Context: an optimization exercise on an open-source flow, tuned for small area, a short achievable clock period and few clock cycles per item. The choices shown serve that exercise and are no tape-out recipe. Only simulation tests tie the RTL to the original design; equivalence was not proved. Power figures rest on the tool's default switching activity, not on a simulated workload.

--- config.mk ---
export PLATFORM = sky130hd
export DESIGN_NAME = MatrixMultiplier
export DESIGN_NICKNAME = MatrixMultiplier
export VERILOG_FILES = /design/flow/design.v
export SDC_FILE = /design/flow/constraint.sdc
export NUM_CORES = 4
export LEC_CHECK = 0
export CAP_MARGIN = 20
export CORE_MARGIN = 2
export CORE_UTILIZATION = 40
export SETUP_SLACK_MARGIN = 1.5
export SLEW_MARGIN = 20
--- constraint.sdc ---
create_clock -name core_clock -period 5.5 [get_ports {CLK}]
set_input_delay 1.1000 -clock core_clock [delete_from_list [all_inputs] [get_ports {CLK}]]
set_output_delay 1.1000 -clock core_clock [all_outputs]
set_load 0.01 [all_outputs]
--- design.v ---
module FSM(
    input  wire CLK,
    input  wire NRST,
    input  wire START,
    output reg  FIRST,    
    output reg  DONE,     
    output wire IDLE
);
assign IDLE = ~FIRST & ~DONE;
always @(posedge CLK or negedge NRST) begin
    if (!NRST) begin
        FIRST <= 1'b0;
        DONE  <= 1'b0;
    end else begin
        FIRST <= IDLE & START;
        DONE  <= DONE | FIRST;
    end
end
endmodule
module Multiplier(
    input  wire [7:0]  A,
    input  wire [7:0]  B,
    output wire [15:0] P
);
assign P = $signed(A) * $signed(B);
endmodule
module Accumulator(
    input  wire         CLK,
    input  wire         CLR,     
    input  wire         HOLD,    
    input  wire [7:0]   A,
    input  wire [7:0]   B,
    output wire [16:0]  OUT
);
wire [7:0] Ag = A & {8{~HOLD}};
reg st_0_0;
wire st_0_1 = 1'b0;
reg st_1_0;
wire st_1_1 = 1'b0;
reg st_2_0;
wire st_2_1 = 1'b0;
reg st_3_0;
wire st_3_1 = 1'b0;
reg st_4_0;
wire st_4_1 = 1'b0;
reg st_5_0;
reg st_5_1;
reg st_6_0;
wire st_6_1 = 1'b0;
reg st_7_0;
reg st_7_1;
reg st_8_0;
reg st_8_1;
reg st_9_0;
reg st_9_1;
reg st_10_0;
reg st_10_1;
reg st_11_0;
reg st_11_1;
reg st_12_0;
reg st_12_1;
reg st_13_0;
reg st_13_1;
reg st_14_0;
reg st_14_1;
reg st_15_0;
wire st_15_1 = 1'b0;
reg st_16_0;
wire st_16_1 = 1'b0;
wire pp_0_0 = (Ag[0] & B[0]);
wire pp_0_1 = (Ag[0] & B[1]);
wire pp_0_2 = (Ag[0] & B[2]);
wire pp_0_3 = (Ag[0] & B[3]);
wire pp_0_4 = (Ag[0] & B[4]);
wire pp_0_5 = (Ag[0] & B[5]);
wire pp_0_6 = (Ag[0] & B[6]);
wire pp_0_7 = ~(Ag[0] & B[7]);
wire pp_1_0 = (Ag[1] & B[0]);
wire pp_1_1 = (Ag[1] & B[1]);
wire pp_1_2 = (Ag[1] & B[2]);
wire pp_1_3 = (Ag[1] & B[3]);
wire pp_1_4 = (Ag[1] & B[4]);
wire pp_1_5 = (Ag[1] & B[5]);
wire pp_1_6 = (Ag[1] & B[6]);
wire pp_1_7 = ~(Ag[1] & B[7]);
wire pp_2_0 = (Ag[2] & B[0]);
wire pp_2_1 = (Ag[2] & B[1]);
wire pp_2_2 = (Ag[2] & B[2]);
wire pp_2_3 = (Ag[2] & B[3]);
wire pp_2_4 = (Ag[2] & B[4]);
wire pp_2_5 = (Ag[2] & B[5]);
wire pp_2_6 = (Ag[2] & B[6]);
wire pp_2_7 = ~(Ag[2] & B[7]);
wire pp_3_0 = (Ag[3] & B[0]);
wire pp_3_1 = (Ag[3] & B[1]);
wire pp_3_2 = (Ag[3] & B[2]);
wire pp_3_3 = (Ag[3] & B[3]);
wire pp_3_4 = (Ag[3] & B[4]);
wire pp_3_5 = (Ag[3] & B[5]);
wire pp_3_6 = (Ag[3] & B[6]);
wire pp_3_7 = ~(Ag[3] & B[7]);
wire pp_4_0 = (Ag[4] & B[0]);
wire pp_4_1 = (Ag[4] & B[1]);
wire pp_4_2 = (Ag[4] & B[2]);
wire pp_4_3 = (Ag[4] & B[3]);
wire pp_4_4 = (Ag[4] & B[4]);
wire pp_4_5 = (Ag[4] & B[5]);
wire pp_4_6 = (Ag[4] & B[6]);
wire pp_4_7 = ~(Ag[4] & B[7]);
wire pp_5_0 = (Ag[5] & B[0]);
wire pp_5_1 = (Ag[5] & B[1]);
wire pp_5_2 = (Ag[5] & B[2]);
wire pp_5_3 = (Ag[5] & B[3]);
wire pp_5_4 = (Ag[5] & B[4]);
wire pp_5_5 = (Ag[5] & B[5]);
wire pp_5_6 = (Ag[5] & B[6]);
wire pp_5_7 = ~(Ag[5] & B[7]);
wire pp_6_0 = (Ag[6] & B[0]);
wire pp_6_1 = (Ag[6] & B[1]);
wire pp_6_2 = (Ag[6] & B[2]);
wire pp_6_3 = (Ag[6] & B[3]);
wire pp_6_4 = (Ag[6] & B[4]);
wire pp_6_5 = (Ag[6] & B[5]);
wire pp_6_6 = (Ag[6] & B[6]);
wire pp_6_7 = ~(Ag[6] & B[7]);
wire pp_7_0 = ~(Ag[7] & B[0]);
wire pp_7_1 = ~(Ag[7] & B[1]);
wire pp_7_2 = ~(Ag[7] & B[2]);
wire pp_7_3 = ~(Ag[7] & B[3]);
wire pp_7_4 = ~(Ag[7] & B[4]);
wire pp_7_5 = ~(Ag[7] & B[5]);
wire pp_7_6 = ~(Ag[7] & B[6]);
wire pp_7_7 = (Ag[7] & B[7]);
wire sg_0_0 = st_0_0 & ~CLR;
wire sg_0_1 = st_0_1 & ~CLR;
wire sg_1_0 = st_1_0 & ~CLR;
wire sg_1_1 = st_1_1 & ~CLR;
wire sg_2_0 = st_2_0 & ~CLR;
wire sg_2_1 = st_2_1 & ~CLR;
wire sg_3_0 = st_3_0 & ~CLR;
wire sg_3_1 = st_3_1 & ~CLR;
wire sg_4_0 = st_4_0 & ~CLR;
wire sg_4_1 = st_4_1 & ~CLR;
wire sg_5_0 = st_5_0 & ~CLR;
wire sg_5_1 = st_5_1 & ~CLR;
wire sg_6_0 = st_6_0 & ~CLR;
wire sg_6_1 = st_6_1 & ~CLR;
wire sg_7_0 = st_7_0 & ~CLR;
wire sg_7_1 = st_7_1 & ~CLR;
wire sg_8_0 = st_8_0 & ~CLR;
wire sg_8_1 = st_8_1 & ~CLR;
wire sg_9_0 = st_9_0 & ~CLR;
wire sg_9_1 = st_9_1 & ~CLR;
wire sg_10_0 = st_10_0 & ~CLR;
wire sg_10_1 = st_10_1 & ~CLR;
wire sg_11_0 = st_11_0 & ~CLR;
wire sg_11_1 = st_11_1 & ~CLR;
wire sg_12_0 = st_12_0 & ~CLR;
wire sg_12_1 = st_12_1 & ~CLR;
wire sg_13_0 = st_13_0 & ~CLR;
wire sg_13_1 = st_13_1 & ~CLR;
wire sg_14_0 = st_14_0 & ~CLR;
wire sg_14_1 = st_14_1 & ~CLR;
wire sg_15_0 = st_15_0 & ~CLR;
wire sg_15_1 = st_15_1 & ~CLR;
wire sg_16_0 = st_16_0 & ~CLR;
wire sg_16_1 = st_16_1 & ~CLR;
wire s959 = sg_0_0 ^ sg_0_1 ^ pp_0_0;
wire c960 = (sg_0_0 & sg_0_1) | (sg_0_0 & pp_0_0) | (sg_0_1 & pp_0_0);
wire s961 = sg_1_0 ^ sg_1_1 ^ pp_0_1;
wire c962 = (sg_1_0 & sg_1_1) | (sg_1_0 & pp_0_1) | (sg_1_1 & pp_0_1);
wire s963 = pp_1_0 ^ c960 ^ s961;
wire c964 = (pp_1_0 & c960) | (pp_1_0 & s961) | (c960 & s961);
wire s965 = sg_2_0 ^ sg_2_1 ^ pp_0_2;
wire c966 = (sg_2_0 & sg_2_1) | (sg_2_0 & pp_0_2) | (sg_2_1 & pp_0_2);
wire s967 = pp_1_1 ^ pp_2_0 ^ c962;
wire c968 = (pp_1_1 & pp_2_0) | (pp_1_1 & c962) | (pp_2_0 & c962);
wire s969 = s965 ^ c964 ^ s967;
wire c970 = (s965 & c964) | (s965 & s967) | (c964 & s967);
wire s971 = sg_3_0 ^ sg_3_1 ^ pp_0_3;
wire c972 = (sg_3_0 & sg_3_1) | (sg_3_0 & pp_0_3) | (sg_3_1 & pp_0_3);
wire s973 = pp_1_2 ^ pp_2_1 ^ pp_3_0;
wire c974 = (pp_1_2 & pp_2_1) | (pp_1_2 & pp_3_0) | (pp_2_1 & pp_3_0);
wire s975 = c966 ^ s971 ^ s973;
wire c976 = (c966 & s971) | (c966 & s973) | (s971 & s973);
wire s977 = c968 ^ s975 ^ c970;
wire c978 = (c968 & s975) | (c968 & c970) | (s975 & c970);
wire s979 = sg_4_0 ^ sg_4_1 ^ pp_0_4;
wire c980 = (sg_4_0 & sg_4_1) | (sg_4_0 & pp_0_4) | (sg_4_1 & pp_0_4);
wire s981 = pp_1_3 ^ pp_2_2 ^ pp_3_1;
wire c982 = (pp_1_3 & pp_2_2) | (pp_1_3 & pp_3_1) | (pp_2_2 & pp_3_1);
wire s983 = pp_4_0 ^ c972 ^ c974;
wire c984 = (pp_4_0 & c972) | (pp_4_0 & c974) | (c972 & c974);
wire s985 = s979 ^ s981 ^ c976;
wire c986 = (s979 & s981) | (s979 & c976) | (s981 & c976);
wire s987 = s983 ^ s985 ^ c978;
wire c988 = (s983 & s985) | (s983 & c978) | (s985 & c978);
wire s989 = sg_5_0 ^ sg_5_1 ^ pp_0_5;
wire c990 = (sg_5_0 & sg_5_1) | (sg_5_0 & pp_0_5) | (sg_5_1 & pp_0_5);
wire s991 = pp_1_4 ^ pp_2_3 ^ pp_3_2;
wire c992 = (pp_1_4 & pp_2_3) | (pp_1_4 & pp_3_2) | (pp_2_3 & pp_3_2);
wire s993 = pp_4_1 ^ pp_5_0 ^ c980;
wire c994 = (pp_4_1 & pp_5_0) | (pp_4_1 & c980) | (pp_5_0 & c980);
wire s995 = c982 ^ s989 ^ s991;
wire c996 = (c982 & s989) | (c982 & s991) | (s989 & s991);
wire s997 = c984 ^ s993 ^ s995;
wire c998 = (c984 & s993) | (c984 & s995) | (s993 & s995);
wire s999 = c986 ^ s997;
wire c1000 = c986 & s997;
wire s1001 = sg_6_0 ^ sg_6_1 ^ pp_0_6;
wire c1002 = (sg_6_0 & sg_6_1) | (sg_6_0 & pp_0_6) | (sg_6_1 & pp_0_6);
wire s1003 = pp_1_5 ^ pp_2_4 ^ pp_3_3;
wire c1004 = (pp_1_5 & pp_2_4) | (pp_1_5 & pp_3_3) | (pp_2_4 & pp_3_3);
wire s1005 = pp_4_2 ^ pp_5_1 ^ pp_6_0;
wire c1006 = (pp_4_2 & pp_5_1) | (pp_4_2 & pp_6_0) | (pp_5_1 & pp_6_0);
wire s1007 = c990 ^ c992 ^ s1001;
wire c1008 = (c990 & c992) | (c990 & s1001) | (c992 & s1001);
wire s1009 = s1003 ^ s1005 ^ c994;
wire c1010 = (s1003 & s1005) | (s1003 & c994) | (s1005 & c994);
wire s1011 = c996 ^ s1007 ^ s1009;
wire c1012 = (c996 & s1007) | (c996 & s1009) | (s1007 & s1009);
wire s1013 = c998 ^ c1000 ^ s1011;
wire c1014 = (c998 & c1000) | (c998 & s1011) | (c1000 & s1011);
wire s1015 = sg_7_0 ^ sg_7_1 ^ pp_0_7;
wire c1016 = (sg_7_0 & sg_7_1) | (sg_7_0 & pp_0_7) | (sg_7_1 & pp_0_7);
wire s1017 = pp_1_6 ^ pp_2_5 ^ pp_3_4;
wire c1018 = (pp_1_6 & pp_2_5) | (pp_1_6 & pp_3_4) | (pp_2_5 & pp_3_4);
wire s1019 = pp_4_3 ^ pp_5_2 ^ pp_6_1;
wire c1020 = (pp_4_3 & pp_5_2) | (pp_4_3 & pp_6_1) | (pp_5_2 & pp_6_1);
wire s1021 = pp_7_0 ^ c1002 ^ c1004;
wire c1022 = (pp_7_0 & c1002) | (pp_7_0 & c1004) | (c1002 & c1004);
wire s1023 = c1006 ^ s1015 ^ s1017;
wire c1024 = (c1006 & s1015) | (c1006 & s1017) | (s1015 & s1017);
wire s1025 = s1019 ^ c1008 ^ s1021;
wire c1026 = (s1019 & c1008) | (s1019 & s1021) | (c1008 & s1021);
wire s1027 = s1023 ^ c1010 ^ s1025;
wire c1028 = (s1023 & c1010) | (s1023 & s1025) | (c1010 & s1025);
wire s1029 = c1012 ^ s1027;
wire c1030 = c1012 & s1027;
wire s1031 = 1'b1 ^ sg_8_0 ^ sg_8_1;
wire c1032 = (1'b1 & sg_8_0) | (1'b1 & sg_8_1) | (sg_8_0 & sg_8_1);
wire s1033 = pp_1_7 ^ pp_2_6 ^ pp_3_5;
wire c1034 = (pp_1_7 & pp_2_6) | (pp_1_7 & pp_3_5) | (pp_2_6 & pp_3_5);
wire s1035 = pp_4_4 ^ pp_5_3 ^ pp_6_2;
wire c1036 = (pp_4_4 & pp_5_3) | (pp_4_4 & pp_6_2) | (pp_5_3 & pp_6_2);
wire s1037 = pp_7_1 ^ s1031 ^ c1016;
wire c1038 = (pp_7_1 & s1031) | (pp_7_1 & c1016) | (s1031 & c1016);
wire s1039 = c1018 ^ c1020 ^ s1033;
wire c1040 = (c1018 & c1020) | (c1018 & s1033) | (c1020 & s1033);
wire s1041 = s1035 ^ c1022 ^ c1024;
wire c1042 = (s1035 & c1022) | (s1035 & c1024) | (c1022 & c1024);
wire s1043 = s1037 ^ s1039 ^ c1026;
wire c1044 = (s1037 & s1039) | (s1037 & c1026) | (s1039 & c1026);
wire s1045 = s1041 ^ c1028 ^ s1043;
wire c1046 = (s1041 & c1028) | (s1041 & s1043) | (c1028 & s1043);
wire s1047 = sg_9_0 ^ sg_9_1 ^ c1032;
wire c1048 = (sg_9_0 & sg_9_1) | (sg_9_0 & c1032) | (sg_9_1 & c1032);
wire s1049 = pp_2_7 ^ pp_3_6 ^ pp_4_5;
wire c1050 = (pp_2_7 & pp_3_6) | (pp_2_7 & pp_4_5) | (pp_3_6 & pp_4_5);
wire s1051 = pp_5_4 ^ pp_6_3 ^ pp_7_2;
wire c1052 = (pp_5_4 & pp_6_3) | (pp_5_4 & pp_7_2) | (pp_6_3 & pp_7_2);
wire s1053 = c1034 ^ c1036 ^ s1047;
wire c1054 = (c1034 & c1036) | (c1034 & s1047) | (c1036 & s1047);
wire s1055 = s1049 ^ s1051 ^ c1038;
wire c1056 = (s1049 & s1051) | (s1049 & c1038) | (s1051 & c1038);
wire s1057 = c1040 ^ s1053 ^ c1042;
wire c1058 = (c1040 & s1053) | (c1040 & c1042) | (s1053 & c1042);
wire s1059 = s1055 ^ c1044 ^ s1057;
wire c1060 = (s1055 & c1044) | (s1055 & s1057) | (c1044 & s1057);
wire s1061 = sg_10_0 ^ sg_10_1 ^ pp_3_7;
wire c1062 = (sg_10_0 & sg_10_1) | (sg_10_0 & pp_3_7) | (sg_10_1 & pp_3_7);
wire s1063 = pp_4_6 ^ pp_5_5 ^ pp_6_4;
wire c1064 = (pp_4_6 & pp_5_5) | (pp_4_6 & pp_6_4) | (pp_5_5 & pp_6_4);
wire s1065 = pp_7_3 ^ c1048 ^ c1050;
wire c1066 = (pp_7_3 & c1048) | (pp_7_3 & c1050) | (c1048 & c1050);
wire s1067 = c1052 ^ s1061 ^ s1063;
wire c1068 = (c1052 & s1061) | (c1052 & s1063) | (s1061 & s1063);
wire s1069 = c1054 ^ s1065 ^ s1067;
wire c1070 = (c1054 & s1065) | (c1054 & s1067) | (s1065 & s1067);
wire s1071 = c1056 ^ s1069 ^ c1058;
wire c1072 = (c1056 & s1069) | (c1056 & c1058) | (s1069 & c1058);
wire s1073 = sg_11_0 ^ sg_11_1 ^ pp_4_7;
wire c1074 = (sg_11_0 & sg_11_1) | (sg_11_0 & pp_4_7) | (sg_11_1 & pp_4_7);
wire s1075 = pp_5_6 ^ pp_6_5 ^ pp_7_4;
wire c1076 = (pp_5_6 & pp_6_5) | (pp_5_6 & pp_7_4) | (pp_6_5 & pp_7_4);
wire s1077 = c1062 ^ c1064 ^ s1073;
wire c1078 = (c1062 & c1064) | (c1062 & s1073) | (c1064 & s1073);
wire s1079 = s1075 ^ c1066 ^ c1068;
wire c1080 = (s1075 & c1066) | (s1075 & c1068) | (c1066 & c1068);
wire s1081 = s1077 ^ c1070 ^ s1079;
wire c1082 = (s1077 & c1070) | (s1077 & s1079) | (c1070 & s1079);
wire s1083 = sg_12_0 ^ sg_12_1 ^ pp_5_7;
wire c1084 = (sg_12_0 & sg_12_1) | (sg_12_0 & pp_5_7) | (sg_12_1 & pp_5_7);
wire s1085 = pp_6_6 ^ pp_7_5 ^ c1074;
wire c1086 = (pp_6_6 & pp_7_5) | (pp_6_6 & c1074) | (pp_7_5 & c1074);
wire s1087 = c1076 ^ s1083 ^ c1078;
wire c1088 = (c1076 & s1083) | (c1076 & c1078) | (s1083 & c1078);
wire s1089 = s1085 ^ c1080 ^ s1087;
wire c1090 = (s1085 & c1080) | (s1085 & s1087) | (c1080 & s1087);
wire s1091 = sg_13_0 ^ sg_13_1 ^ pp_6_7;
wire c1092 = (sg_13_0 & sg_13_1) | (sg_13_0 & pp_6_7) | (sg_13_1 & pp_6_7);
wire s1093 = pp_7_6 ^ c1084 ^ s1091;
wire c1094 = (pp_7_6 & c1084) | (pp_7_6 & s1091) | (c1084 & s1091);
wire s1095 = c1086 ^ s1093 ^ c1088;
wire c1096 = (c1086 & s1093) | (c1086 & c1088) | (s1093 & c1088);
wire s1097 = sg_14_0 ^ sg_14_1 ^ pp_7_7;
wire c1098 = (sg_14_0 & sg_14_1) | (sg_14_0 & pp_7_7) | (sg_14_1 & pp_7_7);
wire s1099 = c1092 ^ s1097 ^ c1094;
wire c1100 = (c1092 & s1097) | (c1092 & c1094) | (s1097 & c1094);
wire s1101 = 1'b1 ^ sg_15_0 ^ sg_15_1;
wire c1102 = (1'b1 & sg_15_0) | (1'b1 & sg_15_1) | (sg_15_0 & sg_15_1);
wire s1103 = s1101 ^ c1098 ^ c1100;
wire c1104 = (s1101 & c1098) | (s1101 & c1100) | (c1098 & c1100);
wire s1105 = 1'b1 ^ sg_16_0 ^ sg_16_1;
wire c1106 = (1'b1 & sg_16_0) | (1'b1 & sg_16_1) | (sg_16_0 & sg_16_1);
wire s1107 = c1102 ^ s1105 ^ c1104;
wire c1108 = (c1102 & s1105) | (c1102 & c1104) | (s1105 & c1104);
always @(posedge CLK) begin
    st_0_0 <= s959;
    st_1_0 <= s963;
    st_2_0 <= s969;
    st_3_0 <= s977;
    st_4_0 <= s987;
    st_5_0 <= s999;
    st_5_1 <= c988;
    st_6_0 <= s1013;
    st_7_0 <= c1014;
    st_7_1 <= s1029;
    st_8_0 <= c1030;
    st_8_1 <= s1045;
    st_9_0 <= c1046;
    st_9_1 <= s1059;
    st_10_0 <= c1060;
    st_10_1 <= s1071;
    st_11_0 <= s1081;
    st_11_1 <= c1072;
    st_12_0 <= c1082;
    st_12_1 <= s1089;
    st_13_0 <= c1090;
    st_13_1 <= s1095;
    st_14_0 <= s1099;
    st_14_1 <= c1096;
    st_15_0 <= s1103;
    st_16_0 <= s1107;
end
wire [16:0] r0 = {st_16_0, st_15_0, st_14_0, st_13_0, st_12_0, st_11_0, st_10_0, st_9_0, st_8_0, st_7_0, st_6_0, st_5_0, st_4_0, st_3_0, st_2_0, st_1_0, st_0_0};
wire [16:0] r1 = {1'b0, 1'b0, st_14_1, st_13_1, st_12_1, st_11_1, st_10_1, st_9_1, st_8_1, st_7_1, 1'b0, st_5_1, 1'b0, 1'b0, 1'b0, 1'b0, 1'b0};
assign OUT = r0 + r1;
endmodule
module MatrixMultiplier(
input   wire            CLK,
input   wire            NRST,  
input   wire            START,
input   wire    [7:0]   A,
input   wire    [7:0]   B,
output  wire    [16:0]  OUT,
output  wire            OUT_STROBE
);
wire first, done, idle;
FSM U1(.CLK(CLK), .NRST(NRST), .START(START), .FIRST(first), .DONE(done), .IDLE(idle));
Accumulator U3(.CLK(CLK), .CLR(idle), .HOLD(done), .A(A), .B(B), .OUT(OUT));
assign OUT_STROBE = done;
endmodule
--- flow/run.sh ---
#!/bin/bash
# Standard ORFS layout with two changes:
#  - after the standard synthesis, flow/fapol.py picks each full adder's polarity (a full
#    adder is self-dual) so that fewer inverters sit between adders; registers are untouched;
#  - the port buffers are buf_1 (sized up by repair as needed) instead of the delay-cell
#    buffer that buffer_ports picks by default.
set -euo pipefail
R=orfs/results/sky130hd/MatrixMultiplier/base
bash standard.sh synth > standard_synth.log 2>&1
cp $R/1_2_yosys.v yosys_netlist_orig.v
python3 flow/fapol.py yosys_netlist_orig.v $R/1_2_yosys.v > fapol.log 2>&1
rm -f $R/1_synth.odb $R/1_synth.sdc
bash standard.sh synth > standard_synth2.log 2>&1
bash standard.sh "BUFFER_PORTS_ARGS=-buffer_cell sky130_fd_sc_hd__buf_1" finish > standard_finish.log 2>&1
--- flow/fapol.py ---
#!/usr/bin/env python3
"""Choose the polarity of each full adder in a Yosys netlist so that fewer inverters are needed.

A full adder is self-dual: inverting its three inputs inverts both outputs.  Yosys's
extract_fa picks each adder's polarity from whatever form ABC left the logic in, and puts
an inverter wherever two adders disagree.  This pass flips adders (swapping the nets on
their pins for the opposite-polarity nets) to minimise the inverters, then removes the
inverters left without loads.  Registers, ports and all other cells are untouched.

usage: fapol.py IN.v OUT.v
"""
import re, sys
from collections import defaultdict

src = open(sys.argv[1]).read()
OUTPINS = {'X', 'Y', 'Q', 'Q_N', 'SUM', 'COUT', 'HI', 'LO'}
cell_re = re.compile(r'^(\s*)(sky130_fd_sc_hd__\w+)\s+(\S+)\s*\((.*?)\);\n', re.S | re.M)
pin_re = re.compile(r'\.(\w+)\(\s*(.*?)\s*\)(?=\s*,|\s*$)', re.S)

cells = []   # [type, name, {pin: net}, order]
spans = []
for m in cell_re.finditer(src):
    pins = {}
    order = []
    for pm in pin_re.finditer(m.group(4)):
        pins[pm.group(1)] = pm.group(2).strip()
        order.append(pm.group(1))
    cells.append([m.group(2), m.group(3), pins, order])
    spans.append((m.start(), m.end()))
head = src[:spans[0][0]]
tail = src[spans[-1][1]:]
# port nets
ports = set()
for m in re.finditer(r'^\s*(input|output)\s+(\[(\d+):(\d+)\]\s+)?(\S+);', head, re.M):
    nm = m.group(5)
    if m.group(2):
        hi, lo = int(m.group(3)), int(m.group(4))
        for i in range(min(hi, lo), max(hi, lo) + 1):
            ports.add(f'{nm}[{i}]')
    ports.add(nm)

def is_inv(t): return re.match(r'sky130_fd_sc_hd__(clk)?inv_\d+$', t) is not None
def is_fa(t): return re.match(r'sky130_fd_sc_hd__fa_\d+$', t) is not None

driver = {}
for ci, (t, n, pins, _) in enumerate(cells):
    for p, net in pins.items():
        if p in OUTPINS:
            driver[net] = (ci, p)

def root(net):
    par = 0
    chain = [(net, 0)]
    while net in driver and is_inv(cells[driver[net][0]][0]):
        net = cells[driver[net][0]][2]['A']
        par ^= 1
        chain.append((net, par))
    return net, par

# consumers: (ci, pin) of non-inverter cells
roots = {}
cons = defaultdict(list)   # root -> [(ci, pin, parity)]
chainnets = defaultdict(dict)  # root -> {net: parity}
for ci, (t, n, pins, _) in enumerate(cells):
    for p, net in pins.items():
        if p in OUTPINS:
            continue
        r, par = root(net)
        if is_inv(t):
            continue
        cons[r].append((ci, p, par))
for net in list(driver.keys()) + list(ports):
    r, par = root(net)
    chainnets[r][net] = par
for r in list(cons.keys()):
    chainnets[r][r] = 0

# frozen roots: chain touches a port, or root not driven by a cell
frozen = set()
for r, nets in chainnets.items():
    if r not in driver or any(x in ports for x in nets):
        frozen.add(r)

fas = [ci for ci, c in enumerate(cells) if is_fa(c[0])]
flip = {ci: 0 for ci in fas}
for r in frozen:
    if r in driver and driver[r][0] in flip:
        del flip[driver[r][0]]   # its output polarity is pinned

def produced(r):
    if r in driver and driver[r][0] in flip:
        return flip[driver[r][0]]
    return 0

def root_cost(r):
    needs = set()
    for ci, p, par in cons[r]:
        q = par ^ (flip.get(ci, 0))
        # stored parity par is relative to the original netlist, where r carries r^0
        needs.add(q)
    if r in frozen:
        have = set(chainnets[r].values())
        return len(needs - have) + sum(1 for x, v in chainnets[r].items() if v == 1 and x != r)
    P = produced(r)
    return 1 if (needs - {P}) else 0

rootset = set(cons.keys()) | set(chainnets.keys())
def total():
    return sum(root_cost(r) for r in rootset)

# roots each FA touches
touch = defaultdict(set)
for r in rootset:
    for ci, p, par in cons[r]:
        if ci in flip:
            touch[ci].add(r)
    if r in driver and driver[r][0] in flip:
        touch[driver[r][0]].add(r)

before = total()
improved = True
while improved:
    improved = False
    for ci in flip:
        rs = touch[ci]
        c0 = sum(root_cost(r) for r in rs)
        flip[ci] ^= 1
        c1 = sum(root_cost(r) for r in rs)
        if c1 < c0:
            improved = True
        else:
            flip[ci] ^= 1
after = total()

# rewrite
newcells = []
ninv = [0]
invnet = {}
def get_inv(net):
    if net not in invnet:
        ninv[0] += 1
        nn = f'_fapol_n{ninv[0]}_'
        newcells.append(['sky130_fd_sc_hd__inv_1', f'_fapol_i{ninv[0]}_', {'A': net, 'Y': nn}, ['A', 'Y']])
        invnet[net] = nn
    return invnet[net]

for r in rootset:
    if r in frozen:
        have = {}
        for x, v in chainnets[r].items():
            have.setdefault(v, x)
        for ci, p, par in cons[r]:
            q = par ^ flip.get(ci, 0)
            if q in have:
                cells[ci][2][p] = have[q]
            else:
                cells[ci][2][p] = get_inv(have[1 - q])
        continue
    P = produced(r)
    for ci, p, par in cons[r]:
        q = par ^ flip.get(ci, 0)
        cells[ci][2][p] = r if q == P else get_inv(r)

# drop inverters without loads (repeat for chains)
used = defaultdict(int)
allcells = cells + newcells
dead = set()
while True:
    used = defaultdict(int)
    for k, c in enumerate(allcells):
        if k in dead:
            continue
        for p, net in c[2].items():
            if p not in OUTPINS:
                used[net] += 1
    more = False
    for k, c in enumerate(allcells):
        if k in dead or not is_inv(c[0]):
            continue
        y = c[2]['Y']
        if used[y] == 0 and y not in ports:
            dead.add(k); more = True
    if not more:
        break

kept_inv = sum(1 for k, c in enumerate(allcells) if k not in dead and is_inv(c[0]))
orig_inv = sum(1 for c in cells if is_inv(c[0]))
out = [head]
decl = ''.join(f'  wire {nn};\n' for nn in invnet.values())
out[0] = head.rstrip('\n') + '\n' + decl if decl else head
for k, (t, n, pins, order) in enumerate(allcells):
    if k in dead:
        continue
    body = ',\n'.join(f'    .{p}({pins[p]})' for p in order)
    # keep a space after escaped identifiers
    body = re.sub(r'(\\\S+)\)', r'\1 )', body)
    out.append(f'  {t} {n} (\n{body}\n  );\n')
out.append(tail)
open(sys.argv[2], 'w').write(''.join(out))
print(f'fapol: {len(fas)} full adders, {sum(flip.values())} flipped; inverters {orig_inv} -> {kept_inv} (cost {before} -> {after})', file=sys.stderr)
--- standard.sh ---
#!/bin/bash
# synth_recipe.tcl (not shown) runs the flow's synth.tcl, then flattens the netlist and writes it again
# the make line also repeats each setting of config.mk as NAME=value (left out here)
make -C /OpenROAD-flow-scripts/flow DESIGN_CONFIG=/design/flow/config.mk WORK_HOME=/design/flow/orfs CLKGATE_MAP_FILE= SYNTH_SCRIPT=/design/flow/synth_recipe.tcl "${@:-finish}"
==> results.py, run 1 <==
metrics = {
    "detailed_routing": {
        "drtAntennaViolNets": 0,
        "via_per_inst": 4.691,
        "wirelength_mm": 6.134,
        "drc": 0,
        "firstDrtPassIters": 4,
        "wire_per_inst_um": 14.13,
        "drt_iter0_drc": 69,
        "num_vias": 2036,
    },
    "timing": {
        "period_needed_ns": 3.841,
        "clock_skew_ns": 0.006622,
        "drv_slew": 0,
        "rsz0062_at_grt": "no",
        "fin_tns_setup_ns": 0,
        "final-hold-violation-count": 0,
        "final-setup-viol-count": 0,
        "slew_headroom": 0.5988,
        "fmax_ghz": 0.2603,
        "tightestPinTransition_ns": 0.6006,
        "period_share": 0.6984,
    },
    "clocking": {
        "cts.sinks": 28,
        "path_clk_slew_ns": 0.09,
        "cts_buffer_depth": 2,
        "htreeDepth": 1,
        "numCtsBuffers": 3,
        "post_cts_buffers": 0,
        "cts-root-buf": "clkbuf_8",
        "cts_tree": "done",
        "clk_latency_ns": 0.27,
    },
    "die": {
        "die-width_um": 92.43,
        "initial_core_util": 0.4090,
        "row_count": 32,
        "die_y_um": 92.43,
        "core_um2": 7647,
        "io_pins": 37,
        "floorplan.die_area_um2": 8543,
    },
    "grt": {
        "top_usage_layer": "met2",
        "grt_max_degree": 27,
        "grt_pass1_wl_mm": 10.57,
        "grtUsageTotal": 0.1573,
        "use_met1": 0.2314,
        "use_met2": 0.2530,
        "grt_pass1_vias": 2204,
        "antenna_found_initial": 0,
        "overflow": 0,
        "met3_usage": 0.01871,
    },
    "pwr": {
        "p_total_mw": 1.834,
        "power_leakage_nw": 1.520,
        "power_density_nw_per_um2": 539.2,
        "irDropWorstVdd_mv": 0.2872,
    },
    "run_status": {
        "status": "no timing/DRC/antenna violations",
    },
    "final_layout": {
        "syn2layout_area_growth_pct": 8.760,
        "layout_common_cells": "63 x fa_1, 50 x and2_1, 44 x nand2_1",
        "final_util": 0.4449,
        "fin_nets": 434,
        "mostFrequentLayoutCell": "fa_1",
        "final-instance-count-excl-fill": 434,
        "drive_gt1_frac": 0.03916,
        "antenna_cells": 0,
    },
    "logic_synthesis": {
        "syn_nets": 401,
        "synth_area_um2": 3128,
        "syn_avg_cell_area_um2": 10.43,
        "yosys_warnings": 2,
        "syn_inst": 300,
    },
    "critical_path": {
        "arrival_ns": 3.99,
        "critical_path_class": "in -> reg",
        "startpoint_type": "input pin",
        "critPathRequiredTime_ns": 5.65,
        "endpoint_kind": "register",
        "reg2reg_slack_ns": 1.87,
        "path_max_fanout": 8,
    },
    "placed_design": {
        "io_buffers": 36,
        "placed_cells": 429,
        "hpwl_mm": 5.028,
        "gp_congestion": 0.7956,
    },
    "min_path": {
        "hold_path.class": "in -> async",
    },
    "run": {
        "cap_violations": 0,
    },
}
## worst paths after layout
kind / from / end / depth (start not counted)
max: A[3] / U3.st_9_1$_DFF_P_ / 8
min: NRST / U1.FIRST$_DFF_PN0_ / 1
max reg2reg: U1.DONE$_DFF_PN0_ / U3.st_10_1$_DFF_P_ / 9
min reg2reg: U3.st_0_0$_DFF_P_ / U3.st_0_0$_DFF_P_ / 2
max in group asynchronous: NRST / U1.DONE$_DFF_PN0_ / 1
min in group core_clock: U3.st_0_0$_DFF_P_ / U3.st_0_0$_DFF_P_ / 2
## power breakdown
group	internal (mW)	switching [mW]	leakage, nW
clock	0.0641	0.0643	0.0288
combinational	0.578	0.748	1.25
sequential	0.320	0.0604	0.241
## area by class of cell
class,count,area [µm²]
Tap cell,102,127.6
Clock buffer,4,55.05
Timing Repair Buffer,36,135.1
Timing Repair inverter,1,7.507
Multi-Input combinational cell,230,2379
Inverter,33,127.6
Sequential cell,28,570.5
Fill cell,728,4245
## metal layers
metal  wire (µm)  vias up  part of all wire
li1            -      985                 -
met1        3091     1019              0.50
met2        2835       28              0.46
met3         146        4             0.024
met4          61        0            0.0099
met5           0        -                 0
## critical path: stages
cell	delay (ns)
buf_1	0.06
nor2b_1	0.44
and2_1	0.22
fa_1	0.45
fa_1	0.41
fa_1	0.39
fa_1	0.50
fa_1	0.41
## stage by stage
step	hold WS [ns]	cell area, µm²	setup WS (ns)
after detailed placement	0.5674	3333	1.389
after floorplan	0.5318	3128	1.686
after global routing	0.5863	3402	1.564
after CTS	0.5828	3388	1.597
final	0.5894	3402	1.659
after global placement	0.5472	3333	1.436
## repair_timing
item                                   CTS  global route
endpoints found under the hold margin    0             0
setup endpoints to repair                0             3
hold buffers                             0             0
gates resized for setup                  0             3
Testbench counts, summed over its fixed seeds: cycles 4,800, items 2,400.
==> run 2: changes to the inputs <==
--- a/flow/run.sh
+++ b/flow/run.sh
@@ -2,5 +2,6 @@
 # Standard ORFS layout with two changes:
 #  - after the standard synthesis, flow/fapol.py picks each full adder's polarity (a full
-#    adder is self-dual) so that fewer inverters sit between adders; registers are untouched;
+#    adder is self-dual) and swaps single-output gates for their complements, so that few
+#    inverters remain between adders; registers are untouched;
 #  - the port buffers are buf_1 (sized up by repair as needed) instead of the delay-cell
 #    buffer that buffer_ports picks by default.
--- a/flow/fapol.py
+++ b/flow/fapol.py
@@ -41,4 +41,21 @@
 
 def is_inv(t): return re.match(r'sky130_fd_sc_hd__(clk)?inv_\d+$', t) is not None
+COMP = {}
+for a, b in [('nand2', 'and2'), ('nor2', 'or2'), ('nand3', 'and3'), ('nor3', 'or3'),
+             ('nand4', 'and4'), ('nor4', 'or4'), ('xor2', 'xnor2'), ('a21oi', 'a21o'),
+             ('o21ai', 'o21a'), ('a22oi', 'a22o'), ('o22ai', 'o22a'), ('a211oi', 'a211o'),
+             ('o211ai', 'o211a'), ('a31oi', 'a31o'), ('o31ai', 'o31a'), ('a32oi', 'a32o'),
+             ('nor2b', 'or2b'), ('nand2b', 'and2b'), ('xor3', 'xnor3')]:
+    COMP[a] = b
+    COMP[b] = a
+def outpin(base):
+    if base in ('xor2', 'xor3'):
+        return 'X'
+    if base in ('xnor2', 'xnor3'):
+        return 'X' if base == 'xnor3' else 'Y'
+    return 'Y' if (base.endswith('i') or base.startswith('n')) else 'X'
+def swappable(t):
+    m = re.match(r'sky130_fd_sc_hd__(\w+?)_(\d+)$', t)
+    return m is not None and m.group(1) in COMP
 def is_fa(t): return re.match(r'sky130_fd_sc_hd__fa_\d+$', t) is not None
 
@@ -102,4 +119,6 @@
         have = set(chainnets[r].values())
         return len(needs - have) + sum(1 for x, v in chainnets[r].items() if v == 1 and x != r)
+    if r in driver and swappable(cells[driver[r][0]][0]) and r not in ports:
+        return 1 if len(needs) > 1 else 0
     P = produced(r)
     return 1 if (needs - {P}) else 0
@@ -119,4 +138,40 @@
 
 before = total()
+# start from a 2-colouring of the adder-to-adder connections: flip[X] ^ flip[Y] should equal
+# the parity of the inverter chain between them (then that link needs no inverter)
+adj = defaultdict(list)
+for r in rootset:
+    if r in driver and driver[r][0] in flip:
+        x = driver[r][0]
+        for ci, p, par in cons[r]:
+            if ci in flip:
+                adj[x].append((ci, par))
+                adj[ci].append((x, par))
+seen = {}
+comps = []
+for s0 in flip:
+    if s0 in seen:
+        continue
+    seen[s0] = 0
+    comp = [s0]
+    stack = [s0]
+    while stack:
+        x = stack.pop()
+        for y, par in adj[x]:
+            if y not in seen:
+                seen[y] = seen[x] ^ par
+                comp.append(y)
+                stack.append(y)
+    comps.append(comp)
+for comp in comps:
+    best = None
+    for g in (0, 1):
+        for x in comp:
+            flip[x] = seen[x] ^ g
+        c = total()
+        if best is None or c < best[0]:
+            best = (c, g)
+    for x in comp:
+        flip[x] = seen[x] ^ best[1]
 improved = True
 while improved:
@@ -135,4 +190,5 @@
 # rewrite
 newcells = []
+swapped = [0]
 ninv = [0]
 invnet = {}
@@ -158,4 +214,16 @@
         continue
     P = produced(r)
+    needs = set(par ^ flip.get(ci, 0) for ci, p, par in cons[r])
+    if r in driver and swappable(cells[driver[r][0]][0]) and needs == {1}:
+        dc = cells[driver[r][0]]
+        m = re.match(r'sky130_fd_sc_hd__(\w+?)_(\d+)$', dc[0])
+        base = m.group(1); nb = COMP[base]
+        op, np_ = outpin(base), outpin(nb)
+        assert dc[2][op] == r
+        dc[0] = f'sky130_fd_sc_hd__{nb}_1'
+        del dc[2][op]; dc[2][np_] = r
+        dc[3] = [np_ if x == op else x for x in dc[3]]
+        swapped[0] += 1
+        P = 1
     for ci, p, par in cons[r]:
         q = par ^ flip.get(ci, 0)
@@ -198,3 +266,3 @@
 out.append(tail)
 open(sys.argv[2], 'w').write(''.join(out))
-print(f'fapol: {len(fas)} full adders, {sum(flip.values())} flipped; inverters {orig_inv} -> {kept_inv} (cost {before} -> {after})', file=sys.stderr)
+print(f'fapol: {len(fas)} full adders, {sum(flip.values())} flipped, {swapped[0]} gates swapped; inverters {orig_inv} -> {kept_inv} (cost {before} -> {after})', file=sys.stderr)
--- a/config.mk
+++ b/config.mk
@@ -9,4 +9,4 @@
 export CORE_MARGIN = 2
 export CORE_UTILIZATION = 40
-export SETUP_SLACK_MARGIN = 1.5
+export SETUP_SLACK_MARGIN = 2.5
 export SLEW_MARGIN = 20
==> results.py, run 2 <==
metrics = {
    "placed_design": {
        "io_buffers": 36,
        "gp_congestion": 0.7918,
        "hpwl_mm": 5.190,
        "placed_cells": 402,
        "post-place-ws_ns": 1.553,
    },
    "critical_path": {
        "critical_path_class": "in -> reg",
        "arrival_ns": 3.74,
        "reg2reg_slack_ns": 2.13,
        "startpoint_type": "input pin",
        "worstReg2RegEnd": "U3.st_6_0$_DFF_P_",
        "critPathRequiredTime_ns": 5.73,
        "cp-startpoint": "A[3]",
        "endpoint_kind": "register",
        "reg2reg_from": "U1.DONE$_DFF_PN0_",
        "path_max_fanout": 5,
        "reg2regPathDepth": 9,
        "cp-endpoint": "U3.st_8_1$_DFF_P_",
    },
    "final_layout": {
        "fin_nets": 429,
        "antenna_cells": 0,
        "drive_gt1_frac": 0.3578,
        "fillers": 711,
        "layout_common_cells": "64 x and2_1, 33 x fa_1, 30 x fa_2",
        "regArea_um2": 581.8,
        "final-instance-count-excl-fill": 429,
        "multiInputGateArea_um2": 2763,
        "syn2layout_area_growth_pct": 26.75,
        "mostFrequentLayoutCell": "and2_1",
    },
    "detailed_routing": {
        "wirelength_mm": 6.938,
        "wire_per_inst_um": 16.17,
        "drt_iter0_drc": 53,
        "drtAntennaViolNets": 0,
        "via_per_inst": 4.888,
        "num_vias": 2097,
        "drc": 0,
        "firstDrtPassIters": 4,
    },
    "grt": {
        "overflow": 0,
        "grt_pass1_wl_mm": 12.28,
        "grt_max_degree": 17,
        "antenna_found_initial": 0,
        "grtUsageTotal": 0.1860,
        "grt_pass1_vias": 2446,
    },
    "timing": {
        "layout_setup_ws_ns": 1.991,
        "tightestPinTransition_ns": 0.3478,
        "clock_skew_ns": 0.01116,
        "slew_headroom": 0.7681,
        "drv_slew": 0,
        "fin_tns_setup_ns": 0,
        "final-hold-violation-count": 0,
        "rsz0062_at_grt": "yes",
        "period_needed_ns": 3.509,
        "fmax_ghz": 0.2849,
        "final-setup-viol-count": 0,
        "period_share": 0.6381,
    },
    "die": {
        "io_pins": 37,
        "floorplan.die_area_um2": 8436,
        "die-width_um": 91.85,
        "core_um2": 7607,
        "initial_core_util": 0.4058,
        "die_y_um": 91.85,
        "row_count": 32,
    },
    "pwr": {
        "power_leakage_nw": 1.564,
        "power_density_nw_per_um2": 541.5,
        "irDropWorstVdd_mv": 0.4036,
    },
    "clocking": {
        "numCtsBuffers": 3,
        "cts-root-buf": "clkbuf_8",
        "cts_tree": "done",
        "cts.sinks": 28,
        "clk_latency_ns": 0.29,
        "htreeDepth": 1,
        "ctsHoldBuffers": 0,
        "path_clk_slew_ns": 0.11,
        "cts_buffer_depth": 2,
    },
    "run": {
        "cap_violations": 0,
    },
    "logic_synthesis": {
        "syn_avg_cell_area_um2": 11.31,
        "synth_area_um2": 3087,
        "yosys_warnings": 2,
        "syn_nets": 374,
        "syn_inst": 273,
    },
    "min_path": {
        "hold_path.class": "in -> async",
    },
    "run_status": {
        "status": "no timing/DRC/antenna violations",
    },
}
-- run 2: metal layers --
layer | vias up | global-route usage | wire length [µm]
met5 | - | 0 | 0
met4 | 0 | 0.02612 | 51
met3 | 7 | 0.02958 | 226
met2 | 35 | 0.3401 | 3805
met1 | 1077 | 0.2379 | 2855
li1 | 978 | - | -
-- run 2: worst max-delay path, stage by stage --
cell and delay (ns):
buf_1 0.07, nor2b_4 0.14, and2_4 0.15, fa_2 0.39, fa_1 0.52, fa_2 0.46
fa_2 0.37, fa_2 0.52
-- run 2: how the worst min path moves through the flow --
| stage | to | slack, ns | from |
|---|---|---|---|
| 3_3_place_gp | U1.FIRST$_DFF_PN0_ | 0.55 | U1.FIRST$_DFF_PN0_ |
| 4_1_cts | U1.DONE$_DFF_PN0_ | 0.59 | NRST |
| 6_report | U1.DONE$_DFF_PN0_ | 0.58 | NRST |
| 2_1_floorplan | U1.FIRST$_DFF_PN0_ | 0.53 | U1.FIRST$_DFF_PN0_ |
| 5_1_grt | U1.DONE$_DFF_PN0_ | 0.57 | NRST |
| 3_5_place_dp | U1.FIRST$_DFF_PN0_ | 0.56 | U1.FIRST$_DFF_PN0_ |
-- run 2: final cells by class --
cell class / instances / share of cell area
clock buffer: 3 / 0.01055
multi-input combinational: 230 / 0.7061
clock inverter: 1 / 0.007675
timing repair inverter: 2 / 0.003838
inverter: 6 / 0.006716
tap: 102 / 0.03262
timing repair buffer: 57 / 0.08379
sequential: 28 / 0.1487
-- run 2: what timing repair did --
item                       in CTS  in global routing
setup buffers                  15                  6
cloned                          2                  0
setup endpoints to repair      28                 27
pin swaps                      18                 15
resized for setup              58                 25
-- run 2: power by group --
part	internal [mW]	switching, mW	total, mW
Combinational	0.756	0.792	1.55
Sequential	0.324	0.0783	0.402
Clock	0.0976	0.0711	0.169
Total	1.18	0.941	2.12
-- run 2: per-stage QoR --
stage               instance area, µm²    util  power, mW  hold WS, ns
global placement                  3364  0.4423      1.720       0.5522
detailed placement                3364  0.4423      1.752       0.5593
global route                      3913  0.5143      2.379       0.5710
floorplan                         3159       -      1.399       0.5318
CTS                               3780  0.4969      2.048       0.5859
finish                            3913  0.5143      2.119       0.5849
==> run 3: changes to the inputs <==
--- a/config.mk
+++ b/config.mk
@@ -9,4 +9,4 @@
 export CORE_MARGIN = 2
 export CORE_UTILIZATION = 40
-export SETUP_SLACK_MARGIN = 2.5
+export SETUP_SLACK_MARGIN = 1.5
 export SLEW_MARGIN = 20
==> results.py, run 3 <==
metrics = {
    "critical_path": {
        "endpoint_kind": "register",
        "cp-endpoint": "U3.st_9_1$_DFF_P_",
        "worstReg2RegEnd": "U3.st_8_1$_DFF_P_",
        "path_max_fanout": 8,
        "critPathRequiredTime_ns": 5.67,
        "startpoint_type": "input pin",
        "arrival_ns": 3.89,
        "reg2regPathDepth": 8,
        "cp-startpoint": "A[0]",
        "reg2reg_from": "U1.DONE$_DFF_PN0_",
        "reg2reg_slack_ns": 1.85,
        "critical_path_class": "in -> reg",
    },
    "final_layout": {
        "layout_common_cells": "74 x and2_1, 63 x fa_1, 36 x buf_1",
        "multiInputGateArea_um2": 2444,
        "mostFrequentLayoutCell": "and2_1",
        "final_util": 0.4472,
        "fin_nets": 410,
        "antenna_cells": 0,
        "final_cell_area_um2": 3402,
        "syn2layout_area_growth_pct": 10.21,
        "regArea_um2": 570.5,
        "drive_gt1_frac": 0.05195,
        "fillers": 775,
    },
    "die": {
        "die-width_um": 91.85,
        "initial_core_util": 0.4058,
        "floorplan.die_area_um2": 8436,
        "io_pins": 37,
        "die_y_um": 91.85,
        "core_um2": 7607,
        "row_count": 32,
    },
    "placed_design": {
        "dpl-instance-area_um2": 3292,
        "gp_congestion": 0.7631,
        "hpwl_mm": 4.980,
        "io_buffers": 36,
    },
    "detailed_routing": {
        "drtAntennaViolNets": 0,
        "wirelength_mm": 6.033,
        "num_vias": 1982,
        "drc": 0,
        "drt_iter0_drc": 49,
        "firstDrtPassIters": 4,
        "wire_per_inst_um": 14.71,
        "via_per_inst": 4.834,
    },
    "pwr": {
        "power_leakage_nw": 1.442,
        "swShare": 0.4555,
        "cell_internal_pwr_mw": 1.009,
        "p_clk_frac": 0.093,
        "p_comb_frac": 0.703,
        "power_density_nw_per_um2": 544.6,
        "irDropWorstVdd_mv": 0.3593,
        "p_seq_frac": 0.204,
        "p_sw_mw": 0.8439,
    },
    "clocking": {
        "path_clk_slew_ns": 0.11,
        "clk_latency_ns": 0.29,
        "cts.sinks": 28,
        "cts_buffer_depth": 2,
        "htreeDepth": 1,
        "cts-root-buf": "clkbuf_8",
        "ctsHoldBuffers": 0,
        "numCtsBuffers": 3,
        "cts_tree": "done",
    },
    "logic_synthesis": {
        "syn_inst": 273,
        "syn_nets": 374,
        "yosys_warnings": 2,
        "syn_avg_cell_area_um2": 11.31,
        "synth_area_um2": 3087,
    },
    "grt": {
        "overflow": 0,
        "grt_pass1_wl_mm": 10.92,
        "grt_max_degree": 27,
        "grtUsageTotal": 0.1636,
        "antenna_found_initial": 0,
        "grt_pass1_vias": 2281,
    },
    "timing": {
        "tightestPinTransition_ns": 0.6669,
        "fmax_ghz": 0.2683,
        "rsz0062_at_grt": "no",
        "period_share": 0.6776,
        "slew_headroom": 0.5545,
        "whs_ns": 0.5746,
        "final-hold-violation-count": 0,
        "drv_slew": 0,
        "fin_tns_setup_ns": 0,
        "period_needed_ns": 3.727,
        "final-setup-viol-count": 0,
        "clock_skew_ns": 0.008091,
    },
    "run": {
        "cap_violations": 0,
    },
    "run_status": {
        "status": "no timing/DRC/antenna violations",
    },
    "min_path": {
        "hold_path.class": "in -> async",
    },
}
-- run 3: timing repair --
item,CTS,global route
setup buffers,0,3
setup endpoints to repair,0,6
resized for setup,0,3
-- run 3: stage by stage --
stage / std cells / setup slack [ns] / total power, mW
floorplan: 273 / 1.753 / 1.383
global placement: 402 / 1.510 / 1.678
detailed placement: 402 / 1.423 / 1.717
CTS: 406 / 1.600 / 1.899
global route: 410 / 1.570 / 2.115
finish: 410 / 1.773 / 1.853
-- run 3: routing by layer --
layer  vias to the layer above  global-route usage  wire [µm]
li1                        940                   -          -
met1                      1011              0.2100       2692
met2                        27              0.2978       3137
met3                         4             0.01808        138
met4                         0             0.03607         65
met5                         -                   0          0
-- run 3: worst min path at each step --
stage | from | slack [ns] | cells past startpoint | to
6_report | NRST | 0.57 | 1 | U1.FIRST$_DFF_PN0_
5_1_grt | NRST | 0.57 | 1 | U1.DONE$_DFF_PN0_
4_1_cts | NRST | 0.58 | 1 | U1.FIRST$_DFF_PN0_
3_5_place_dp | U3.st_0_0$_DFF_P_ | 0.58 | 2 | U3.st_0_0$_DFF_P_
3_3_place_gp | U1.FIRST$_DFF_PN0_ | 0.55 | 2 | U1.FIRST$_DFF_PN0_
2_1_floorplan | U1.FIRST$_DFF_PN0_ | 0.53 | 2 | U1.FIRST$_DFF_PN0_
-- run 3: power by group through the flow --
stage	registers [mW]	logic, mW	clock network (mW)
floorplan	0.363	1.02	0
global placement	0.381	1.30	0
detailed placement	0.383	1.33	0
CTS	0.379	1.34	0.177
global route	0.393	1.54	0.184
finish	0.378	1.30	0.173
-- run 3: final cells by class --
cell class / count / share of cell area
clock inverter: 1 / 0.008827
timing repair buffer: 39 / 0.04634
sequential: 28 / 0.1677
inverter: 6 / 0.007723
clock buffer: 3 / 0.01214
tap: 102 / 0.03751
timing repair inverter: 1 / 0.001471
multi-input combinational: 230 / 0.7183
-- run 3: critical path, cell delays in order --
cell and delay [ns]:
buf_1 0.06, nor2b_1 0.40, nand2_1 0.14, fa_1 0.47, fa_1 0.42, fa_1 0.38
fa_1 0.51, fa_1 0.41
==> run 4: changes to the inputs <==
--- a/config.mk
+++ b/config.mk
@@ -8,5 +8,5 @@
 export CAP_MARGIN = 20
 export CORE_MARGIN = 2
-export CORE_UTILIZATION = 40
-export SETUP_SLACK_MARGIN = 1.5
+export CORE_UTILIZATION = 75
+export SETUP_SLACK_MARGIN = 2.0
 export SLEW_MARGIN = 20
==> results.py, run 4 <==
metrics = {
    "clocking": {
        "clk_latency_ns": 0.28,
        "numCtsBuffers": 3,
        "cts-root-buf": "clkbuf_8",
        "htreeDepth": 1,
        "cts_tree": "done",
        "cts_buffer_depth": 2,
        "path_clk_slew_ns": 0.10,
        "cts.sinks": 28,
    },
    "critical_path": {
        "endpoint_kind": "register",
        "reg2reg_slack_ns": 2.16,
        "startpoint_type": "input pin",
        "worstReg2RegEnd": "U3.st_9_1$_DFF_P_",
        "path_max_fanout": 8,
        "reg2reg_from": "U1.DONE$_DFF_PN0_",
        "critPathRequiredTime_ns": 5.67,
        "arrival_ns": 3.69,
        "critical_path_class": "in -> reg",
        "reg2regPathDepth": 8,
    },
    "final_layout": {
        "final_cell_area_um2": 3455,
        "fin_nets": 413,
        "layout_common_cells": "70 x and2_1, 55 x fa_1, 33 x buf_1",
        "antenna_cells": 0,
        "drive_gt1_frac": 0.1447,
        "mostFrequentLayoutCell": "and2_1",
        "final-instance-count-excl-fill": 361,
        "syn2layout_area_growth_pct": 11.92,
    },
    "logic_synthesis": {
        "synth_area_um2": 3087,
        "syn_avg_cell_area_um2": 11.31,
        "syn_inst": 273,
        "syn_nets": 374,
        "yosys_warnings": 2,
    },
    "detailed_routing": {
        "num_vias": 2070,
        "drt_iter0_drc": 97,
        "via_per_inst": 5.734,
        "wirelength_mm": 6.362,
        "firstDrtPassIters": 4,
        "wire_per_inst_um": 17.62,
        "drtAntennaViolNets": 0,
        "drc": 0,
    },
    "die": {
        "die-width_um": 68.16,
        "initial_core_util": 0.7773,
        "die_y_um": 68.16,
        "floorplan.die_area_um2": 4645,
        "io_pins": 37,
        "core_um2": 3971,
        "row_count": 23,
    },
    "pwr": {
        "power_leakage_nw": 1.479,
        "power_density_nw_per_um2": 556.2,
        "irDropWorstVdd_mv": 0.4488,
    },
    "run": {
        "cap_violations": 0,
    },
    "timing": {
        "fin_tns_setup_ns": 0,
        "drv_slew": 0,
        "period_needed_ns": 3.527,
        "final-hold-violation-count": 0,
        "tightestPinTransition_ns": 0.3972,
        "final-setup-viol-count": 0,
        "period_share": 0.6414,
        "fmax_ghz": 0.2835,
        "rsz0062_at_grt": "yes",
        "slew_headroom": 0.7340,
        "clock_skew_ns": 0.003589,
    },
    "grt": {
        "antenna_found_initial": 0,
        "grt_max_degree": 17,
        "grt_pass1_wl_mm": 10.32,
        "overflow": 0,
        "grt_pass1_vias": 2221,
        "grtUsageTotal": 0.3128,
    },
    "placed_design": {
        "gp_congestion": 0.8829,
        "io_buffers": 36,
        "hpwl_mm": 5.002,
        "dpl-instance-area_um2": 3279,
        "placed_cells": 350,
    },
    "min_path": {
        "hold_path.class": "in -> async",
    },
    "run_status": {
        "status": "no timing/DRC/antenna violations",
    },
}
==> run 4: timing repair <==
| action | 4_1_cts | 5_1_grt |
|---|---|---|
| setup endpoints to repair | 15 | 8 |
| setup buffers | 2 | 4 |
| hold buffers | 0 | 0 |
| resized for setup | 12 | 5 |
| hold endpoints to repair | 0 | 0 |
| gates cloned | 1 | 0 |
| pin swaps | 2 | 1 |
==> run 4: worst max-delay path by stage <==
stage	from	cells past startpoint	slack, ns	end
final	B[6]	7	1.97	U3.st_9_1$_DFF_P_
after global routing	A[3]	8	1.96	U3.st_8_1$_DFF_P_
after CTS	A[1]	8	1.97	U3.st_9_1$_DFF_P_
after detailed placement	U1.DONE$_DFF_PN0_	8	1.62	U3.st_9_1$_DFF_P_
after global placement	A[4]	7	1.66	U3.st_6_0$_DFF_P_
after floorplan	A[3]	7	1.86	U3.st_8_1$_DFF_P_
==> run 4: metal layers <==
| layer | global-route usage | part of all wire | up-vias |
|---|---|---|---|
| met5 | 0 | 0 | - |
| met4 | 0.1125 | 0.013 | 0 |
| met3 | 0.04276 | 0.034 | 9 |
| met2 | 0.5595 | 0.54 | 59 |
| met1 | 0.3868 | 0.41 | 1060 |
| li1 | - | - | 942 |
==> run 4: worst max-delay path, stage by stage <==
cell and delay [ns]:
buf_1 0.31, and2_4 0.22, fa_1 0.43, fa_2 0.37, fa_2 0.35, fa_1 0.50
fa_1 0.41
==> run 4: power by group <==
group / internal [mW] / switching, mW / leakage (nW)
clock network: 0.0976 / 0.0720 / 0.0357
registers: 0.319 / 0.0592 / 0.241
logic: 0.623 / 0.750 / 1.20
total: 1.04 / 0.882 / 1.48
==> run 4: through the flow <==
stage	hold slack (ns)	utilization	total power [mW]	worst slack, ns
after global routing	0.5815	0.8699	2.142	1.961
after global placement	0.5494	0.8258	1.659	1.657
after detailed placement	0.5663	0.8258	1.733	1.617
after floorplan	0.5318	-	1.392	1.860
final	0.5783	0.8699	1.921	1.973
after CTS	0.5762	0.8563	1.922	1.970
==> run 4: layout make-up <==
type,instances,area (µm²)
repair buffers,42,183.9
clock buffers,3,41.29
multi-input cells,230,2529
fillers,229,516.7
repair inverters,1,7.507
flip-flops and latches,28,574.3
inverters,6,26.28
clock inverters,1,30.03
well taps,50,62.56
==> run 5: changes to the inputs <==
--- a/config.mk
+++ b/config.mk
@@ -6,7 +6,8 @@
 export NUM_CORES = 4
 export LEC_CHECK = 0
+export ABC_AREA = 1
 export CAP_MARGIN = 20
 export CORE_MARGIN = 2
-export CORE_UTILIZATION = 75
+export CORE_UTILIZATION = 60
 export SETUP_SLACK_MARGIN = 2.0
 export SLEW_MARGIN = 20
==> results.py, run 5 <==
metrics = {
    "pwr": {
        "p_seq_frac": 0.205,
        "swShare": 0.4810,
        "p_clk_frac": 0.074,
        "power_leakage_nw": 1.829,
        "p_sw_mw": 0.8846,
        "irDropWorstVdd_mv": 0.3358,
        "cell_internal_pwr_mw": 0.9546,
        "p_comb_frac": 0.721,
        "power_density_nw_per_um2": 510.1,
    },
    "timing": {
        "drv_slew": 0,
        "fin_tns_setup_ns": 0,
        "fmax_ghz": 0.2842,
        "rsz0062_at_grt": "yes",
        "final-setup-viol-count": 0,
        "slew_headroom": 0.8219,
        "tightestPinTransition_ns": 0.2665,
        "layout_setup_ws_ns": 1.982,
        "period_needed_ns": 3.518,
        "period_share": 0.6396,
        "clock_skew_ns": 0.01061,
        "final-hold-violation-count": 0,
    },
    "detailed_routing": {
        "wire_per_inst_um": 14.11,
        "num_vias": 2312,
        "drtAntennaViolNets": 0,
        "drt_iter0_drc": 95,
        "drc": 0,
        "via_per_inst": 4.940,
        "firstDrtPassIters": 5,
        "wirelength_mm": 6.605,
    },
    "final_layout": {
        "drive_gt1_frac": 0.1256,
        "syn2layout_area_growth_pct": 13.82,
        "final-instance-count-excl-fill": 468,
        "antenna_cells": 0,
        "layout_common_cells": "57 x fa_1, 55 x nand2_1, 50 x nor2_1",
        "mostFrequentLayoutCell": "fa_1",
        "final_cell_area_um2": 3606,
        "final_util": 0.7060,
        "fin_nets": 500,
    },
    "critical_path": {
        "arrival_ns": 3.68,
        "endpoint_kind": "register",
        "crit_chain": "clkbuf_2 > nand2_4 > inv_4 > and2_4 > fa_2 > fa_1 > fa_2 > fa_1 > fa_1",
        "critPathRequiredTime_ns": 5.66,
        "slowest_stage": "fa_1",
        "path_max_fanout": 4,
        "critical_path_class": "in -> reg",
        "cpMostUsedCell": "fa_1",
        "startpoint_type": "input pin",
        "slowest_delay_ns": 0.54,
    },
    "clocking": {
        "numCtsBuffers": 3,
        "cts-root-buf": "clkbuf_8",
        "ctsHoldBuffers": 0,
        "htreeDepth": 1,
        "cts_buffer_depth": 2,
        "path_clk_slew_ns": 0.11,
        "cts.sinks": 28,
        "clk_latency_ns": 0.28,
        "cts_tree": "done",
    },
    "placed_design": {
        "io_buffers": 36,
        "post-place-ws_ns": 1.616,
        "gp_congestion": 0.8711,
        "dpl-instance-area_um2": 3407,
        "placed_cells": 450,
        "hpwl_mm": 5.612,
    },
    "logic_synthesis": {
        "synth_area_um2": 3168,
        "syn_nets": 451,
        "yosys_warnings": 2,
        "syn_avg_cell_area_um2": 9.052,
        "syn_inst": 350,
    },
    "grt": {
        "grt_pass1_wl_mm": 11.54,
        "grtUsageTotal": 0.2532,
        "grt_pass1_vias": 2400,
        "antenna_found_initial": 0,
        "grt_max_degree": 16,
        "overflow": 0,
    },
    "die": {
        "floorplan.die_area_um2": 5878,
        "die-width_um": 76.67,
        "initial_core_util": 0.6203,
        "die_y_um": 76.67,
        "row_count": 26,
        "core_um2": 5107,
        "io_pins": 37,
    },
    "run_status": {
        "status": "no timing/DRC/antenna violations",
    },
    "min_path": {
        "hold_path.class": "in -> async",
    },
    "run": {
        "cap_violations": 0,
    },
}
-- run 5: cell types whose count changed in the layout (fill, tap and decap cells not counted), sizes merged, moves of 3 or more --
cell | previous run | this run
clkbuf | 4 | 7
xor2 | 3 | 6
nor2 | 7 | 53
nor2b | 8 | 0
a31oi | 3 | 0
buf | 41 | 48
nand2 | 20 | 60
inv | 5 | 47
and2 | 74 | 32
xnor2 | 8 | 1
or2 | 0 | 9
nand3 | 6 | 12
-- run 5: power groups by stage --
stage / clock (mW) / combinational, mW / sequential, mW
after floorplan: 0 / 1.03 / 0.367
after global placement: 0 / 1.29 / 0.381
after detailed placement: 0 / 1.32 / 0.384
after CTS: 0.139 / 1.34 / 0.379
after global routing: 0.143 / 1.57 / 0.392
final: 0.135 / 1.33 / 0.377
-- run 5: layer usage --
layer,share of wire,global-route usage
met5,0,0
met4,0.0035,0.03636
met3,0.057,0.05294
met2,0.46,0.3974
met1,0.48,0.3758
-- run 5: worst paths after layout --
kind / from / to / slack (ns) / cells past startpoint
setup / recovery: A[1] / U3.st_8_1$_DFF_P_ / 1.98 / 9
hold / removal: NRST / U1.DONE$_DFF_PN0_ / 0.58 / 1
setup reg to reg: U1.DONE$_DFF_PN0_ / U3.st_8_1$_DFF_P_ / 2.15 / 9
hold reg to reg: U3.st_0_0$_DFF_P_ / U3.st_0_0$_DFF_P_ / 0.62 / 3
max in group asynchronous: NRST / U1.FIRST$_DFF_PN0_ / 4.80 / 1
min in group core_clock: U3.st_0_0$_DFF_P_ / U3.st_0_0$_DFF_P_ / 0.62 / 3
-- run 5: stage by stage --
step           power [mW]  hold WS [ns]
6_report            1.839        0.5751
3_3_place_gp        1.669        0.5953
2_1_floorplan       1.393        0.5492
5_1_grt             2.103        0.5822
4_1_cts             1.858        0.5777
3_5_place_dp        1.705        0.6109
-- run 5: layout make-up --
| class | count | area [µm²] |
|---|---|---|
| clock buffer | 4 | 55.05 |
| fill | 440 | 1501 |
| inverter | 49 | 193.9 |
| multi-input combinational | 266 | 2427 |
| sequential | 28 | 570.5 |
| tap | 70 | 87.58 |
| timing repair buffer | 51 | 271.5 |
-- run 5: critical path: cells and delay by family --
kind,cells,cell delay [ns]
fa+ha+maj,5,2.21
simple gates,2,0.23
buf+inv,2,0.15
-- run 5: timing repair --
| item | 4_1_cts | 5_1_grt |
|---|---|---|
| buffers inserted | 3 | 11 |
| gates resized for setup | 5 | 14 |
| setup endpoints to repair | 8 | 8 |
| pin swaps | 2 | 7 |
==> run 6: changes to the inputs <==
--- a/config.mk
+++ b/config.mk
@@ -6,8 +6,7 @@
 export NUM_CORES = 4
 export LEC_CHECK = 0
-export ABC_AREA = 1
 export CAP_MARGIN = 20
 export CORE_MARGIN = 2
 export CORE_UTILIZATION = 60
-export SETUP_SLACK_MARGIN = 2.0
+export SETUP_SLACK_MARGIN = 2.5
 export SLEW_MARGIN = 20
==> results.py, run 6 <==
metrics = {
    "run_status": {
        "status": "no timing/DRC/antenna violations",
    },
    "critical_path": {
        "path_max_fanout": 6,
        "reg2reg_from": "U1.DONE$_DFF_PN0_",
        "critPathRequiredTime_ns": 5.68,
        "arrival_ns": 3.65,
        "cp-startpoint": "A[3]",
        "reg2reg_slack_ns": 2.10,
        "reg2regPathDepth": 8,
        "endpoint_kind": "register",
        "startpoint_type": "input pin",
        "critical_path_class": "in -> reg",
        "worstReg2RegEnd": "U3.st_8_1$_DFF_P_",
    },
    "die": {
        "io_pins": 37,
        "row_count": 26,
        "die-width_um": 75.73,
        "core_um2": 5042,
        "floorplan.die_area_um2": 5734,
        "die_y_um": 75.73,
        "initial_core_util": 0.6122,
    },
    "placed_design": {
        "hpwl_mm": 4.998,
        "gp_congestion": 0.8740,
        "placed_cells": 370,
        "io_buffers": 36,
    },
    "clocking": {
        "cts.sinks": 28,
        "clk_latency_ns": 0.30,
        "ctsHoldBuffers": 0,
        "cts_buffer_depth": 2,
        "cts_tree": "done",
        "htreeDepth": 1,
        "path_clk_slew_ns": 0.10,
        "cts-root-buf": "clkbuf_8",
        "numCtsBuffers": 3,
    },
    "pwr": {
        "swShare": 0.4487,
        "cell_internal_pwr_mw": 1.153,
        "p_clk_frac": 0.085,
        "p_seq_frac": 0.191,
        "p_sw_mw": 0.9380,
        "power_leakage_nw": 1.548,
        "p_comb_frac": 0.725,
        "irDropWorstVdd_mv": 0.3892,
        "power_density_nw_per_um2": 547.5,
    },
    "timing": {
        "fmax_ghz": 0.2878,
        "period_needed_ns": 3.475,
        "rsz0062_at_grt": "yes",
        "period_share": 0.6319,
        "slew_headroom": 0.7628,
        "final-setup-viol-count": 0,
        "clock_skew_ns": 0.01336,
        "tightestPinTransition_ns": 0.3558,
        "final-hold-violation-count": 0,
        "fin_tns_setup_ns": 0,
        "drv_slew": 0,
    },
    "final_layout": {
        "layout_common_cells": "67 x and2_1, 32 x fa_2, 31 x fa_1",
        "fin_nets": 427,
        "antenna_cells": 0,
        "syn2layout_area_growth_pct": 23.71,
        "final-instance-count-excl-fill": 395,
        "drive_gt1_frac": 0.3508,
        "mostFrequentLayoutCell": "and2_1",
    },
    "detailed_routing": {
        "drtAntennaViolNets": 0,
        "wire_per_inst_um": 17.36,
        "num_vias": 2140,
        "drt_iter0_drc": 45,
        "wirelength_mm": 6.856,
        "via_per_inst": 5.418,
        "firstDrtPassIters": 4,
        "drc": 0,
    },
    "logic_synthesis": {
        "syn_inst": 273,
        "yosys_warnings": 2,
        "syn_avg_cell_area_um2": 11.31,
        "synth_area_um2": 3087,
        "syn_nets": 374,
    },
    "grt": {
        "grt_pass1_wl_mm": 10.81,
        "grtUsageTotal": 0.2651,
        "antenna_found_initial": 0,
        "grt_pass1_vias": 2173,
        "grt_max_degree": 17,
        "overflow": 0,
    },
    "run": {
        "cap_violations": 0,
    },
    "min_path": {
        "hold_path.class": "in -> async",
    },
}
-- run 6: worst max path at each step --
stage	endpoint	slack [ns]	depth (start not counted)
2_1_floorplan	U3.st_8_1$_DFF_P_	1.86	7
3_3_place_gp	U3.st_9_1$_DFF_P_	1.62	8
3_5_place_dp	U3.st_9_1$_DFF_P_	1.61	8
4_1_cts	U3.st_9_1$_DFF_P_	2.02	8
5_1_grt	U3.st_9_1$_DFF_P_	1.93	8
6_report	U3.st_8_1$_DFF_P_	2.02	8
-- run 6: through the flow --
step | worst slack, ns | area [µm²] | utilization | total power, mW | hold slack (ns)
2_1_floorplan | 1.860 | 3159 | - | 1.399 | 0.5318
3_3_place_gp | 1.622 | 3324 | 0.6593 | 1.688 | 0.5489
3_5_place_dp | 1.606 | 3324 | 0.6593 | 1.726 | 0.5588
4_1_cts | 2.025 | 3726 | 0.7390 | 2.010 | 0.5838
5_1_grt | 1.929 | 3819 | 0.7573 | 2.342 | 0.5804
6_report | 2.025 | 3819 | 0.7573 | 2.091 | 0.5851
-- run 6: area by class of cell --
class	instances	area, µm²
multi-input combinational	230	2735
fill	345	1224
sequential	28	581.8
timing repair buffer	54	294.0
tap	70	87.58
clock buffer	3	41.29
clock inverter	1	30.03
inverter	6	26.28
timing repair inverter	3	22.52
-- run 6: what timing repair did --
item                       4_1_cts  5_1_grt
gates resized for setup         55       23
gates cloned                     3        0
pin swaps                       17        8
buffers inserted                17        1
setup endpoints to repair       28       26
-- run 6: per-layer routing --
layer,GRT usage,up-vias,wire length [µm]
li1,-,977,-
met1,0.3421,1077,2794
met2,0.4464,65,3518
met3,0.04101,21,283
met4,0.1150,0,260
met5,0,-,0
-- run 6: worst max-delay path, stage by stage --
cell and delay [ns]:
buf_1 0.07, nor2b_4 0.14, and2_4 0.15, fa_2 0.38
fa_1 0.45, fa_2 0.36, fa_1 0.56, fa_2 0.43
-- run 6: power groups by stage --
stage                     combinational [mW]  clock, mW  sequential, mW
after detailed placement                1.34          0           0.385
after CTS                               1.44      0.176           0.391
final                                   1.51      0.177           0.399
after floorplan                         1.04          0           0.363
after global placement                  1.30          0           0.384
after global routing                    1.75      0.182           0.413
